What follows belongs to an exercise in optimizing a design on an open flow for small area, a short achievable clock period and few clock cycles per item; a production flow would make more cautious choices.
In this exercise RTL edits were held to simulation tests only and were not proved equivalent to the original.

## div
module div
#(
  parameter XLEN = 32,
  localparam integer NUM_ROB_ENTRIES = 32,
  localparam integer ARCH_REG_IDX    = 4,
  localparam integer PHYS_REG_IDX    = 5
)(
  input  logic clk,
  input  logic rst,
  input  logic        req_valid,
  output logic        req_ready,
  input  logic [XLEN-1:0] op_a,
  input  logic [XLEN-1:0] op_b,
  input  logic [ARCH_REG_IDX:0] rd_arch,
  input  logic [PHYS_REG_IDX:0] pd_phys,
  input  logic [$clog2(NUM_ROB_ENTRIES)-1:0] rob_idx,
  input  logic        dest_we,
  input  logic [2:0]    sub_op,
  output logic        resp_valid,
  input  logic        resp_ready,
  output logic [XLEN-1:0] resp_value,
  output logic [ARCH_REG_IDX:0] resp_rd,
  output logic [PHYS_REG_IDX:0] resp_pd,
  output logic [$clog2(NUM_ROB_ENTRIES)-1:0] resp_rob_idx,
  output logic        resp_dest_we
);
Size: roughly 4,500 cells after synthesis, about 190 flip-flops, roughly 140 I/O pins, roughly 29,000 sq um of cells after synthesis.
export LEC_CHECK = 0
export ABC_AREA = 1
export CAP_MARGIN = 20
export CORE_MARGIN = 2
export CORE_UTILIZATION = 40
export SLEW_MARGIN = 20
create_clock -name core_clock -period 200.0 [get_ports {clk}]
standard.sh (not shown) runs the stock make flow with config.mk's settings and CLKGATE_MAP_FILE= SYNTH_SCRIPT=/design/flow/synth_recipe.tcl, a recipe that flattens the netlist after the stock synthesis.
==> flow/flow/run.sh <==
#!/bin/bash
# The standard layout flow (standard.sh), unchanged except for two
# settings it reads from the environment:
#  - SETUP_SLACK_MARGIN: the resizer's repair_timing keeps this much setup
#    slack. With the design's 200 ns clock the standard flow never works on
#    the input and output paths that set the achieved period.
#  - BUFFER_PORTS_ARGS: every input and output port still gets its buffer,
#    a plain buf_1 (later resized as needed) instead of the larger delay
#    buffer the resizer picks by default.
# The clock period and the timing constraints stay those of the design.
set -o pipefail
export SETUP_SLACK_MARGIN=158.1
export BUFFER_PORTS_ARGS="-buffer_cell sky130_fd_sc_hd__buf_1"
bash standard.sh > standard.log 2>&1
Testbench counts at the start, summed over its fixed seeds: cycles 4,737, ops 3,200.
Then changed:
- CORE_UTILIZATION: 40 -> 70
- PLACE_DENSITY: default -> 0.78
Outcome: First-iteration DRC count came out higher by well over a third; synthesized area stays the same; sequential share of layout area rose by 0.45 points; design area goes down by a few percent; sequential cell count is unchanged; non-clock buffer count drops by 12; worst setup slack is worse by 0.17 ns; worst hold slack improves by 0.0046 ns; maximum frequency is lower slightly.

---

The RTL this note starts from:
==> flow/design.v <==
module div_steps #(
  parameter WIDTH  = 32,
  parameter AW     = 32,
  parameter K      = 4,
  parameter RIPPLE = 0
)(
  input  logic [WIDTH-1:0] p_i,
  input  logic [AW-1:0]    a_i,
  input  logic [WIDTH-1:0] d_i,
  input  logic             cin,
  output logic [WIDTH-1:0] p_o,
  output logic [AW-1:0]    a_o
);
  logic [WIDTH-1:0] pp [K+1];
  logic [AW-1:0]    aa [K+1];
  assign pp[0] = p_i;
  assign aa[0] = a_i;
  for (genvar i = 0; i < K; i++) begin : g_step
    logic [WIDTH:0]   t;
    logic [WIDTH+1:0] s;
    assign t = {pp[i], aa[i][AW-1]};
    if (RIPPLE[i]) begin : g_rc
      logic [WIDTH:0] c;
      assign c[0] = cin;
      assign s[0] = 1'b0;
      for (genvar j = 0; j < WIDTH; j++) begin : g_bit
        assign s[j+1] = t[j] ^ d_i[j] ^ c[j];
        assign c[j+1] = (t[j] & d_i[j]) | (t[j] & c[j]) | (d_i[j] & c[j]);
      end
      assign s[WIDTH+1] = !(t[WIDTH] ^ c[WIDTH]);
    end else begin : g_bk
      assign s = {t, 1'b1} + {1'b1, d_i, cin};
    end
    assign aa[i+1] = {aa[i][AW-2:0], !s[WIDTH+1]};
    assign pp[i+1] = s[WIDTH+1] ? t[WIDTH-1:0] : s[WIDTH:1];
  end
  assign p_o = pp[K];
  assign a_o = aa[K];
endmodule
module div
#(
  parameter XLEN = 32,
  localparam integer NUM_ROB_ENTRIES = 32,
  localparam integer ARCH_REG_IDX    = 4,
  localparam integer PHYS_REG_IDX    = 5
)(
  input  logic clk,
  input  logic rst,
  input  logic        req_valid,
  output logic        req_ready,
  input  logic [XLEN-1:0] op_a,
  input  logic [XLEN-1:0] op_b,
  input  logic [ARCH_REG_IDX:0] rd_arch,
  input  logic [PHYS_REG_IDX:0] pd_phys,
  input  logic [$clog2(NUM_ROB_ENTRIES)-1:0] rob_idx,
  input  logic        dest_we,
  input  logic [2:0]    sub_op,
  output logic        resp_valid,
  input  logic        resp_ready,
  output logic [XLEN-1:0] resp_value,
  output logic [ARCH_REG_IDX:0] resp_rd,
  output logic [PHYS_REG_IDX:0] resp_pd,
  output logic [$clog2(NUM_ROB_ENTRIES)-1:0] resp_rob_idx,
  output logic        resp_dest_we
);
  localparam integer K  = 8;                   
  localparam integer NM = (XLEN + K - 1) / K;  
  localparam integer AW = K * NM;              
  localparam integer CW = $clog2(NM);
  localparam integer TW = ARCH_REG_IDX + 1 + PHYS_REG_IDX + 1 + $clog2(NUM_ROB_ENTRIES) + 1;
  logic            busy_q, first_q, one_q, endc_q;
  logic [CW-1:0]   cnt_q;               
  logic            isrem_q, sa_q, sb_q;
  logic [XLEN-1:0] p_q;                 
  logic [AW-1:0]   a_q;                 
  logic [XLEN-1:0] d_q;                 
  logic [TW-1:0]   tag_q;
  logic            ov_q;
  logic [XLEN-1:0] oval_q;
  logic [TW-1:0]   otag_q;
  logic            pv_q;
  logic [TW-1:0]   ptag_q;
  wire last_c   = first_q ? one_q : endc_q;
  wire last     = busy_q && last_c;
  wire finish   = last && !pv_q;
  logic rx_q, ry_q;
  assign req_ready = rx_q || (ry_q && one_q);
  wire take     = req_valid && req_ready;
  wire step     = busy_q && !last_c && !pv_q;
  wire out_free = !ov_q || resp_ready;
  wire to_pend  = finish && !out_free;
  wire load_out = out_free && (finish || pv_q);
  function automatic logic [5:0] clz32(input logic [XLEN-1:0] x);
    logic [15:0] z1; logic [15:0]      c1;
    logic [7:0]  z2; logic [7:0][1:0]  c2;
    logic [3:0]  z3; logic [3:0][2:0]  c3;
    logic [1:0]  z4; logic [1:0][3:0]  c4;
    logic        z5; logic [4:0]       c5;
    for (integer g = 0; g < 16; g++) begin
      z1[g] = !x[2*g+1] && !x[2*g];
      c1[g] = !x[2*g+1];
    end
    for (integer g = 0; g < 8; g++) begin
      z2[g] = z1[2*g+1] && z1[2*g];
      c2[g] = z1[2*g+1] ? {1'b1, c1[2*g]} : {1'b0, c1[2*g+1]};
    end
    for (integer g = 0; g < 4; g++) begin
      z3[g] = z2[2*g+1] && z2[2*g];
      c3[g] = z2[2*g+1] ? {1'b1, c2[2*g]} : {1'b0, c2[2*g+1]};
    end
    for (integer g = 0; g < 2; g++) begin
      z4[g] = z3[2*g+1] && z3[2*g];
      c4[g] = z3[2*g+1] ? {1'b1, c3[2*g]} : {1'b0, c3[2*g+1]};
    end
    z5 = z4[1] && z4[0];
    c5 = z4[1] ? {1'b1, c4[0]} : {1'b0, c4[1]};
    clz32 = z5 ? 6'd32 : {1'b0, c5};
  endfunction
  function automatic logic above(input logic [XLEN-1:0] x, input logic [XLEN-1:0] y);
    logic [XLEN-1:0] f, zx, zy;    
    f  = x & ~y;
    zx = ~x;
    zy = ~y;
    for (integer w = 1; w < XLEN; w = w * 2)
      for (integer g = 0; g < XLEN; g = g + 2 * w) begin
        f[g]  = f[g + w] | (zx[g + w] & zy[g + w] & f[g]);
        zx[g] = zx[g + w] & zx[g];
        zy[g] = zy[g + w] & zy[g];
      end
    above = f[0];
  endfunction
  wire sgn   = !sub_op[0];
  wire in_sa = sgn && op_a[XLEN-1];
  wire in_sb = sgn && op_b[XLEN-1];
  wire [XLEN-1:0] in_u = in_sa ? (~op_a >> (K - 1)) : (op_a >> K);
  wire in_one = above(op_b ^ {XLEN{in_sb}}, in_u);
  logic [XLEN-1:0] ma;
  always_comb begin
    logic any_a;
    any_a = 1'b0;
    for (integer i = 0; i < XLEN; i++) begin
      ma[i] = a_q[i] ^ (sa_q && any_a);
      any_a = any_a | a_q[i];
    end
  end
  wire [5:0] cza = clz32(ma);
  wire [5:0] czb = clz32(~d_q);         
  wire [6:0] n_off = {1'b0, czb} + 7'(XLEN + 1) - {1'b0, cza};
  logic [CW-1:0] m1;    
  always_comb begin
    if (one_q)                    m1 = '0;
    else if (czb == 6'd32)        m1 = CW'(NM-1);
    else if (n_off >= 7'(XLEN + K*(NM-1) + 1)) m1 = CW'(NM-1);
    else if (n_off <= 7'(XLEN + 2*K)) m1 = CW'(1);
    else                          m1 = CW'((n_off - 7'(XLEN + 1)) / K);
  end
  logic [XLEN-1:0] p_s;
  logic [AW-1:0]   a_s;
  always_comb begin
    logic [XLEN+AW-1:0] w;
    w = {{AW{1'b0}}, ma} << (AW - K*(m1+1));
    if (first_q) begin
      p_s = w[XLEN+AW-1:AW];
      a_s = w[AW-1:0];
    end else begin
      p_s = p_q;
      a_s = a_q;
    end
  end
  logic [XLEN-1:0] p_n;
  logic [AW-1:0]   a_n;
  div_steps #(.WIDTH(XLEN), .AW(AW), .K(K), .RIPPLE(0)) U_steps (
    .p_i(p_s), .a_i(a_s), .d_i(d_q), .cin(!sb_q), .p_o(p_n), .a_o(a_n)
  );
  wire div0 = !sb_q && (&d_q);
  wire neg  = isrem_q ? sa_q : (sa_q ^ sb_q) && !div0;
  wire [XLEN-1:0] res  = isrem_q ? p_n : a_n[XLEN-1:0];
  wire [XLEN-1:0] fres = neg ? -res : res;
  wire [CW-1:0] cnt_n = first_q ? m1 - 1'b1 : cnt_q - 1'b1;
  always_ff @(posedge clk) begin
    if (rst) begin
      busy_q <= 1'b0;
      ov_q   <= 1'b0;
      pv_q   <= 1'b0;
    end else begin
      if (take)
        busy_q <= 1'b1;
      else if (finish)
        busy_q <= 1'b0;
      if (load_out)
        ov_q <= 1'b1;
      else if (resp_ready)
        ov_q <= 1'b0;
      if (to_pend)
        pv_q <= 1'b1;
      else if (out_free)
        pv_q <= 1'b0;
    end
  end
  wire busy_d  = take || (busy_q && !finish);
  wire first_d = req_ready || (first_q && !step);
  wire endc_d  = step ? (cnt_n == '0) : endc_q;
  wire pv_d    = to_pend || (pv_q && !out_free);
  always_ff @(posedge clk) begin
    if (rst) begin
      rx_q <= 1'b1;
      ry_q <= 1'b0;
    end else begin
      rx_q <= !busy_d || (!first_d && endc_d && !pv_d);
      ry_q <= first_d && !pv_d;
    end
  end
  always_ff @(posedge clk) begin
    if (req_ready) begin
      first_q <= 1'b1;
      one_q   <= in_one;
      isrem_q <= sub_op[1];
      sa_q    <= in_sa;
      sb_q    <= in_sb;
      a_q     <= AW'(op_a);
      d_q     <= op_b ^ {XLEN{!in_sb}};
      tag_q   <= {rd_arch, pd_phys, rob_idx, dest_we};
    end else if (step) begin
      first_q <= 1'b0;
      cnt_q   <= cnt_n;
      endc_q  <= (cnt_n == '0);
      a_q     <= a_n;
    end
    if (finish) begin
      p_q     <= fres;
      ptag_q  <= tag_q;
    end else if (step)
      p_q     <= p_n;
    if (load_out) begin
      oval_q  <= pv_q ? p_q : fres;
      otag_q  <= pv_q ? ptag_q : tag_q;
    end
  end
  assign resp_valid = ov_q;
  assign resp_value = oval_q;
  assign {resp_rd, resp_pd, resp_rob_idx, resp_dest_we} = otag_q;
endmodule
Settings: LEC_CHECK=0, ABC_AREA=1, CAP_MARGIN=20, CORE_MARGIN=2, CORE_UTILIZATION=40, SLEW_MARGIN=20; clock period 200.0 ns.
==> flow/flow/run.sh <==
#!/bin/bash
set -o pipefail
export SETUP_SLACK_MARGIN=158.4
bash standard.sh > standard.log 2>&1
The baseline produced a clean layout.
Testbench counts at the start, summed over its fixed seeds: cycles 4,737, ops 3,200.
Then changed:
==> flow/flow/run.sh (replaced) <==
#!/bin/bash
# The standard layout flow (standard.sh), unchanged except for two
# settings it reads from the environment:
#  - SETUP_SLACK_MARGIN: the resizer's repair_timing keeps this much setup
#    slack. With the design's 200 ns clock the standard flow never works on
#    the input and output paths that set the achieved period.
#  - BUFFER_PORTS_ARGS: every input and output port still gets its buffer,
#    a plain buf_1 (later resized as needed) instead of the larger delay
#    buffer the resizer picks by default.
# The clock period and the timing constraints stay those of the design.
set -o pipefail
export SETUP_SLACK_MARGIN=158.1
export BUFFER_PORTS_ARGS="-buffer_cell sky130_fd_sc_hd__buf_1"
bash standard.sh > standard.log 2>&1
--- a/flow/config.mk
+++ b/flow/config.mk
@@ -9,4 +9,6 @@
 export CAP_MARGIN = 20
 export CORE_MARGIN = 2
-export CORE_UTILIZATION = 40
+export CORE_UTILIZATION = 70
+export GPL_TIMING_DRIVEN = 0
+export PLACE_DENSITY = 0.78
 export SLEW_MARGIN = 20
Effect: Maximum frequency is lower by 0.79%; final area is lower by 4.1%.
Then changed:
==> flow/run.sh (new file) <==
#!/bin/bash
# synth_recipe.tcl (not shown) runs the flow's synth.tcl, then flattens the netlist and writes it again
# the make line also repeats each setting of config.mk as NAME=value (left out here)
make -C /OpenROAD-flow-scripts/flow DESIGN_CONFIG=/design/flow/config.mk WORK_HOME=/design/flow/orfs CLKGATE_MAP_FILE= SYNTH_SCRIPT=/design/flow/synth_recipe.tcl finish
--- a/flow/config.mk
+++ b/flow/config.mk
@@ -9,6 +9,4 @@
 export CAP_MARGIN = 20
 export CORE_MARGIN = 2
-export CORE_UTILIZATION = 70
-export GPL_TIMING_DRIVEN = 0
-export PLACE_DENSITY = 0.78
+export CORE_UTILIZATION = 40
 export SLEW_MARGIN = 20
removed: flow/flow/run.sh
removed: flow/standard.sh
The changed run produced a clean layout.
Sequential cell count is unchanged.
Maximum frequency went down slightly.
Final area went up by a few percent.
Wire length went down by a few percent.

[what the ideal ports hide]
The results above use ideal ports. As a check the final layouts listed here were re-extracted and re-timed, cells and wires unchanged.
Step 1 assumes that a clkbuf_16 drives the clock port and a buf_2 every other input.
Step 2 also shifts input and output timing later by t, the mid clock arrival at the registers, as if the neighbouring blocks saw the same clock.
Slacks: ideal ports / drivers / drivers and shift; pairs: ideal ports / drivers.
run | t, ns | setup slack, ns | hold slack, ns | slew at the worst register clock pin (ns) | pins driven straight from the clock port
the first run of note 1 | 0.525 | 158.055 / 158.071 / 157.546 | 0.453 / 0.453 / 0.453 | 0.10 / 0.10 | 1
the second run of note 1 | 0.506 | 157.889 / 157.904 / 157.398 | 0.457 / 0.457 / 0.457 | 0.09 / 0.09 | 1
the first run of note 2 | 0.527 | 158.102 / 158.099 / 157.572 | 0.443 / 0.443 / 0.443 | 0.10 / 0.10 | 1
the second run of note 2 | 0.524 | 157.768 / 157.773 / 157.249 | 0.455 / 0.455 / 0.455 | 0.09 / 0.09 | 1
the third run of note 2 | 0.522 | 157.186 / 157.211 / 156.689 | 0.448 / 0.448 / 0.448 | 0.09 / 0.09 | 1
After both steps every run listed still meets setup and hold. For the first run of note 2, which loses most, drivers alone change the setup slack by -0.003 ns; drivers and shift together by -0.530 ns.
